This design comes from an exercise in tuning for small area and a short achievable clock period on the open sky130 flow, not from production work. Only simulation tests tie the RTL to the original design; equivalence was not proved. Power is estimated from default activity; no workload was simulated.

==> flow/design.v <==
module aoi222(input a0, b0, a1, b1, a2, b2, output y);
    assign y = ~((a0 & b0) | (a1 & b1) | (a2 & b2));
endmodule
module nand2c(input a, b, output y);
    assign y = ~(a & b);
endmodule
module nand3c(input a, b, c, output y);
    assign y = ~(a & b & c);
endmodule
module nand4c(input a, b, c, d, output y);
    assign y = ~(a & b & c & d);
endmodule
module mux4c(input [1:0] s, input d0, d1, d2, d3, output y);
    assign y = s[1] ? (s[0] ? d3 : d2) : (s[0] ? d1 : d0);
endmodule
module mux2c(input s, a1, a0, output y);
    assign y = s ? a1 : a0;
endmodule
module ao8(input [7:0] h, input [7:0] d, output y);
    wire n0, n1, n2, n3;
    aoi222 u0(.a0(h[0]), .b0(d[0]), .a1(h[1]), .b1(d[1]), .a2(h[2]), .b2(d[2]), .y(n0));
    aoi222 u1(.a0(h[3]), .b0(d[3]), .a1(h[4]), .b1(d[4]), .a2(h[5]), .b2(d[5]), .y(n1));
    nand2c u2(.a(h[6]), .b(d[6]), .y(n2));
    nand2c u3(.a(h[7]), .b(d[7]), .y(n3));
    nand4c u4(.a(n0), .b(n1), .c(n2), .d(n3), .y(y));
endmodule
module ao7(input [7:1] h, input [7:1] d, output y);
    wire n0, n1, n2;
    aoi222 u0(.a0(h[1]), .b0(d[1]), .a1(h[2]), .b1(d[2]), .a2(h[3]), .b2(d[3]), .y(n0));
    aoi222 u1(.a0(h[4]), .b0(d[4]), .a1(h[5]), .b1(d[5]), .a2(h[6]), .b2(d[6]), .y(n1));
    nand2c u2(.a(h[7]), .b(d[7]), .y(n2));
    nand3c u3(.a(n0), .b(n1), .c(n2), .y(y));
endmodule
module ao2222(input l0, q0, l1, q1, l2, q2, l3, q3, output y);
    assign y = (l0 & q0) | (l1 & q1) | (l2 & q2) | (l3 & q3);
endmodule
module rdbit(input [7:0] h, input [3:0] l, input [31:1] d, output y);
    wire [3:0] q;
    ao7 g0(.h(h[7:1]), .d({d[28], d[24], d[20], d[16], d[12], d[8], d[4]}), .y(q[0]));
    ao8 g1(.h(h), .d({d[29], d[25], d[21], d[17], d[13], d[9], d[5], d[1]}), .y(q[1]));
    ao8 g2(.h(h), .d({d[30], d[26], d[22], d[18], d[14], d[10], d[6], d[2]}), .y(q[2]));
    ao8 g3(.h(h), .d({d[31], d[27], d[23], d[19], d[15], d[11], d[7], d[3]}), .y(q[3]));
    ao2222 m(.l0(l[0]), .q0(q[0]), .l1(l[1]), .q1(q[1]), .l2(l[2]), .q2(q[2]), .l3(l[3]), .q3(q[3]), .y(y));
endmodule
module ALU(
    input      [31:0] an, bx,
    input      [31:0] bs,         
    input      [5:0]  f,
    input             rtype,      
    input             sub,        
    input      [4:0]  sh,         
    output     [31:0] y,
    output            eq          
);
    wire [31:0] a = ~an;
    wire [31:0] p = a ^ bx;
    wire [31:0] k = a & bx;
    genvar i, l;
    wire [6*32-1:0] G, P;
    assign G[31:0] = {k[31:1], k[0] | (p[0] & sub)};
    assign P[31:0] = p;
    generate
        for (l = 0; l < 5; l = l + 1) begin : lv
            for (i = 0; i < 32; i = i + 1) begin : b
                if (i >= (1 << l)) begin : m
                    assign G[(l+1)*32+i] = G[l*32+i] | (P[l*32+i] & G[l*32+i-(1<<l)]);
                    assign P[(l+1)*32+i] = P[l*32+i] & P[l*32+i-(1<<l)];
                end else begin : c
                    assign G[(l+1)*32+i] = G[l*32+i];
                    assign P[(l+1)*32+i] = P[l*32+i];
                end
            end
        end
    endgenerate
    wire [31:0] c = {G[5*32+30 : 5*32], sub};    
    wire [31:0] o  = a | bx;
    wire [31:0] lg = f[1] ? (f[0] ? ~o : p) : (f[0] ? o : k);
    assign eq = &p;
    wire        right = f[1];
    wire [31:0] br;
    generate
        for (i = 0; i < 32; i = i + 1) begin : rv
            assign br[i] = right ? bs[i] : bs[31-i];
        end
    endgenerate
    wire        fill = f[0] & bs[31];
    wire [31:0] s0 = sh[0] ? {fill,       br[31:1]}  : br;
    wire [31:0] s1 = sh[1] ? {{2{fill}},  s0[31:2]}  : s0;
    wire [31:0] s2 = sh[2] ? {{4{fill}},  s1[31:4]}  : s1;
    wire [31:0] s3 = sh[3] ? {{8{fill}},  s2[31:8]}  : s2;
    wire [31:0] s4 = sh[4] ? {{16{fill}}, s3[31:16]} : s3;
    wire is_sh  = rtype & ~f[5];
    wire is_lg  = rtype & f[5] & f[2];
    wire is_slt = rtype & f[5] & f[3];
    wire is_ar  = ~rtype | (f[5] & ~f[3] & ~f[2]);
    wire [31:0] other;
    generate
        for (i = 0; i < 32; i = i + 1) begin : r
            assign other[i] = (is_lg & lg[i]) | (is_sh & right & s4[i]) | (is_sh & ~right & s4[31-i]);
        end
        for (i = 1; i < 32; i = i + 1) begin : o1
            assign y[i] = c[i] ? ((is_ar & ~p[i]) | other[i]) : ((is_ar & p[i]) | other[i]);
        end
    endgenerate
    wire base0 = (is_ar & (p[0] ^ sub)) | other[0];
    assign y[0] = c[31] ? (base0 | (is_slt & ~p[31] & a[31]))
                        : (base0 | (is_slt & (p[31] | a[31])));
endmodule
module mips(
    input         clk, reset,
    output [31:0] pc,
    input  [31:0] instr,
    output        memwrite,
    output [31:0] aluout, writedata,
    input  [31:0] readdata
);
    wire [5:0] op = instr[31:26];
    wire [5:0] fn = instr[5:0];
    wire rtype = (op == 6'b000000);
    wire lw    = (op == 6'b100011);
    wire sw    = (op == 6'b101011);
    wire beq   = (op == 6'b000100);
    wire addi  = (op == 6'b001000);
    wire jmp   = (op == 6'b000010);
    assign memwrite = sw;
    wire regwrite = rtype | lw | addi;
    wire [31:0] rs, rt;
    wire [4:0]  wa = rtype ? instr[15:11] : instr[20:16];
    wire [31:0] wd = lw ? readdata : aluout;
    reg  [31*32-1:0] rf;    
    wire [7:0]  h1, h2;      
    wire [3:0]  l1, l2;      
    genvar g, b;
    generate
        for (g = 1; g < 32; g = g + 1) begin : regs
            always @(posedge clk)
                if (regwrite && wa == g) rf[(g-1)*32 +: 32] <= wd;
        end
        for (g = 0; g < 8; g = g + 1) begin : hd
            assign h1[g] = (instr[25:23] == g);
            assign h2[g] = (instr[20:18] == g);
        end
        for (g = 0; g < 4; g = g + 1) begin : ld
            assign l1[g] = (instr[22:21] == g);
            assign l2[g] = (instr[17:16] == g);
        end
        for (b = 0; b < 32; b = b + 1) begin : rd
            wire [31:1] col;
            for (g = 1; g < 32; g = g + 1) begin : c
                assign col[g] = rf[(g-1)*32 + b];
            end
            rdbit r1(.h(h1), .l(l1), .d(col), .y(rs[b]));
            rdbit r2(.h(h2), .l(l2), .d(col), .y(rt[b]));
        end
    endgenerate
    assign writedata = rt;
    wire [31:0] simm = {{16{instr[15]}}, instr[15:0]};
    wire        sub  = beq | (rtype & fn[5] & fn[1] & ~fn[2]);
    wire        usert = rtype | beq;
    wire [31:0] bx, bx0, bx1;    
    assign bx0 = usert ? {32{sub}}  : simm;
    assign bx1 = usert ? {32{~sub}} : simm;
    generate
        for (b = 0; b < 32; b = b + 1) begin : bxm
            mux2c m(.s(rt[b]), .a1(bx1[b]), .a0(bx0[b]), .y(bx[b]));
        end
    endgenerate
    wire [4:0]  sh   = fn[2] ? rs[4:0] : instr[10:6];
    wire        eq;
    ALU alu(.an(~rs), .bx(bx), .bs(rt), .f(fn), .rtype(rtype), .sub(sub), .sh(sh),
            .y(aluout), .eq(eq));
    reg  [31:2] pcr;
    wire [31:2] pcp4 = pcr + 30'd1;
    wire [30:0] pcb1 = {pcr, 1'b1} + {simm[29:0], 1'b1};
    wire [31:2] pcbr = pcb1[30:1];
    wire [31:2] pcn  = jmp ? {pcp4[31:28], instr[25:0]} :
                       (beq & eq) ? pcbr : pcp4;
    always @(posedge clk or posedge reset)
        if (reset) pcr <= 30'b0;
        else       pcr <= pcn;
    assign pc = {pcr, 2'b00};
endmodule
clock: 11.5 ns
lec_check: 0
cap_margin: 20
core_margin: 2
core_utilization: 40
cts_buf_list: sky130_fd_sc_hd__clkbuf_8 sky130_fd_sc_hd__clkbuf_16
cts_cluster_diameter: 100
cts_cluster_size: 30
setup_slack_margin: 2.4
slew_margin: 20
synth_hierarchical: 1
synth_minimum_keep_size: 0
standard.sh (not shown) runs the stock make flow with config.mk's settings and CLKGATE_MAP_FILE= SYNTH_SCRIPT=/design/flow/synth_recipe.tcl, a recipe that flattens the netlist after the stock synthesis.
==> flow/flow/run.sh <==
#!/bin/bash
# The standard layout, except that the port buffers are inserted as
# buf_2 cells (which repair may then resize within the buf family) instead of
# the default delay-buffer cell. Output goes to standard.log.
set -euo pipefail
export BUFFER_PORTS_ARGS="-buffer_cell sky130_fd_sc_hd__buf_2"
bash standard.sh > standard.log 2>&1
Then changed:
==> flow/run.sh (new file) <==
#!/bin/bash
# synth_recipe.tcl (not shown) runs the flow's synth.tcl, then flattens the netlist and writes it again
# the make line also repeats each setting of config.mk as NAME=value (left out here)
make -C /OpenROAD-flow-scripts/flow DESIGN_CONFIG=/design/flow/config.mk WORK_HOME=/design/flow/orfs CLKGATE_MAP_FILE= SYNTH_SCRIPT=/design/flow/synth_recipe.tcl finish
removed: flow/flow/run.sh
removed: flow/standard.sh
Effect:
- final cell count barely changes
- combinational power goes up by about 4%
- fmax goes up by 1.1%
- design area goes up by 1.7%
- non-clock buffer count goes down by 7
- hold slack stays flat
- critical path depth goes up by 6
- routed wire length goes down by 1.7%
- utilization goes up by 0.78 points
- total power goes up by 0.52%
- count of clock-buffer cells in the layout stays the same

* * *

## main
mips, a different RTL version from the one above (not shown whole).
Size in the first run: ~5,100 cells after synthesis, ~1,000 flip-flops, ~160 I/O pins, roughly 0.050 sq mm of cells after synthesis.
==> flow/design.v (excerpt) <==
module mips(
    input         clk, reset,
    output [31:0] pc,
    input  [31:0] instr,
    output        memwrite,
    output [31:0] aluout, writedata,
    input  [31:0] readdata
);
    wire [5:0] op = instr[31:26];
    wire [5:0] fn = instr[5:0];
    wire rtype = (op == 6'b000000);
    wire lw    = (op == 6'b100011);
    wire sw    = (op == 6'b101011);
    wire beq   = (op == 6'b000100);
    wire addi  = (op == 6'b001000);
    wire jmp   = (op == 6'b000010);
    assign memwrite = sw;
    wire regwrite = rtype | lw | addi;
    wire [31:0] rs, rt;
    wire [4:0]  wa = rtype ? instr[15:11] : instr[20:16];
    wire [31:0] wd = lw ? readdata : aluout;
    reg  [31*32-1:0] rf;    
    wire [31:1] s1, s2;      
    genvar g, b;
    generate
        for (g = 1; g < 32; g = g + 1) begin : regs
            wire        we = regwrite && wa == g;
            wire [31:0] d;
            genvar j;
            for (j = 0; j < 16; j = j + 1) begin : hb
                hold2 h(.we(we), .wen(~we), .wd(wd[2*j +: 2]), .q(rf[(g-1)*32 + 2*j +: 2]), .d(d[2*j +: 2]));
            end
            always @(posedge clk)
                rf[(g-1)*32 +: 32] <= d;
        end
        for (g = 1; g < 32; g = g + 1) begin : sd
            assign s1[g] = (instr[25:21] == g);
            assign s2[g] = (instr[20:16] == g);
        end
        for (b = 0; b < 32; b = b + 1) begin : rd
            wire [31:1] col;
            for (g = 1; g < 32; g = g + 1) begin : c
                assign col[g] = rf[(g-1)*32 + b];
            end
            rdbit r1(.sel(s1), .d(col), .y(rs[b]));
            rdbit r2(.sel(s2), .d(col), .y(rt[b]));
        end
    endgenerate
    assign writedata = rt;
    wire [31:0] simm = {{16{instr[15]}}, instr[15:0]};
    wire        sub  = beq | (rtype & fn[5] & fn[1] & ~fn[2]);
    wire        usert = rtype | beq;
    wire [31:0] bx, bx0, bx1;    
    assign bx0 = usert ? {32{sub}}  : simm;
    assign bx1 = usert ? {32{~sub}} : simm;
    generate
        for (b = 0; b < 32; b = b + 1) begin : bxm
            mux2c m(.s(rt[b]), .a1(bx1[b]), .a0(bx0[b]), .y(bx[b]));
        end
    endgenerate
    wire [4:0]  sh   = fn[2] ? rs[4:0] : instr[10:6];
    wire        eq;
  ...
clock: 11.5 ns
lec_check: 0
cap_margin: 20
core_margin: 2
core_utilization: 40
cts_buf_list: sky130_fd_sc_hd__clkbuf_8 sky130_fd_sc_hd__clkbuf_16
cts_cluster_diameter: 90
cts_cluster_size: 24
setup_slack_margin: 2.4
slew_margin: 20
synth_hierarchical: 1
synth_minimum_keep_size: 0
==> flow/flow/run.sh <==
#!/bin/bash
# The standard layout, except that the port buffers are inserted as
# buf_2 cells (which repair may then resize within the buf family) instead of
# the default delay-buffer cell. Output goes to standard.log.
set -euo pipefail
export BUFFER_PORTS_ARGS="-buffer_cell sky130_fd_sc_hd__buf_2"
bash standard.sh > standard.log 2>&1
main has completed all stages; timing, DRC and antenna checks passed.
Here is what was changed in the inputs of the feature branch compared with main.
Settings: SETUP_SLACK_MARGIN: 2.4 -> 2.6.
--- outcome ---
- Core utilization: the feature branch higher than main
- Of the feature branch and main, the run reporting the lower setup slack was main.
- | clock skew | the feature branch vs main | 0.033 ns lower |
- Diff main -> the feature branch | CTS buffer count | down slightly

[separate check: timing with driven ports]
No port has a modelled driver above. Below, the same layouts with a new extraction and two added sets of constraints. Step 1 sets driving cells, clkbuf_16 on the clock port and buf_2 on the other inputs (assumed; they add their load-dependent delay and slew). Step 2 times the ports against the registers' clock, not the clock port: input delays grow and output delays shrink by t, the midpoint of the rising clock arrivals with the driver on. Three values: no drivers, after step 1, after step 2; two values: the first two.
run | t (ns) | slack for setup (ns) | latest minus earliest clock arrival (ns) | slew at the worst register clock pin (ns) | pins driven straight from the clock port
the first run of note 1 | 0.759 | 2.138 / 2.106 / 2.106 | 0.051 / 0.050 | 0.12 / 0.12 | 1
the second run of note 1 | 0.724 | 2.236 / 2.156 / 2.156 | 0.028 / 0.028 | 0.12 / 0.12 | 1
main | 0.795 | 2.220 / 2.194 / 1.891 | 0.086 / 0.086 | 0.11 / 0.11 | 1
the feature branch | 0.762 | 2.403 / 2.235 / 1.959 | 0.053 / 0.053 | 0.11 / 0.11 | 1
After both steps setup and hold are still met in every run listed. For the feature branch, which loses most, drivers alone change the setup slack by -0.168 ns; drivers and shift together by -0.444 ns.
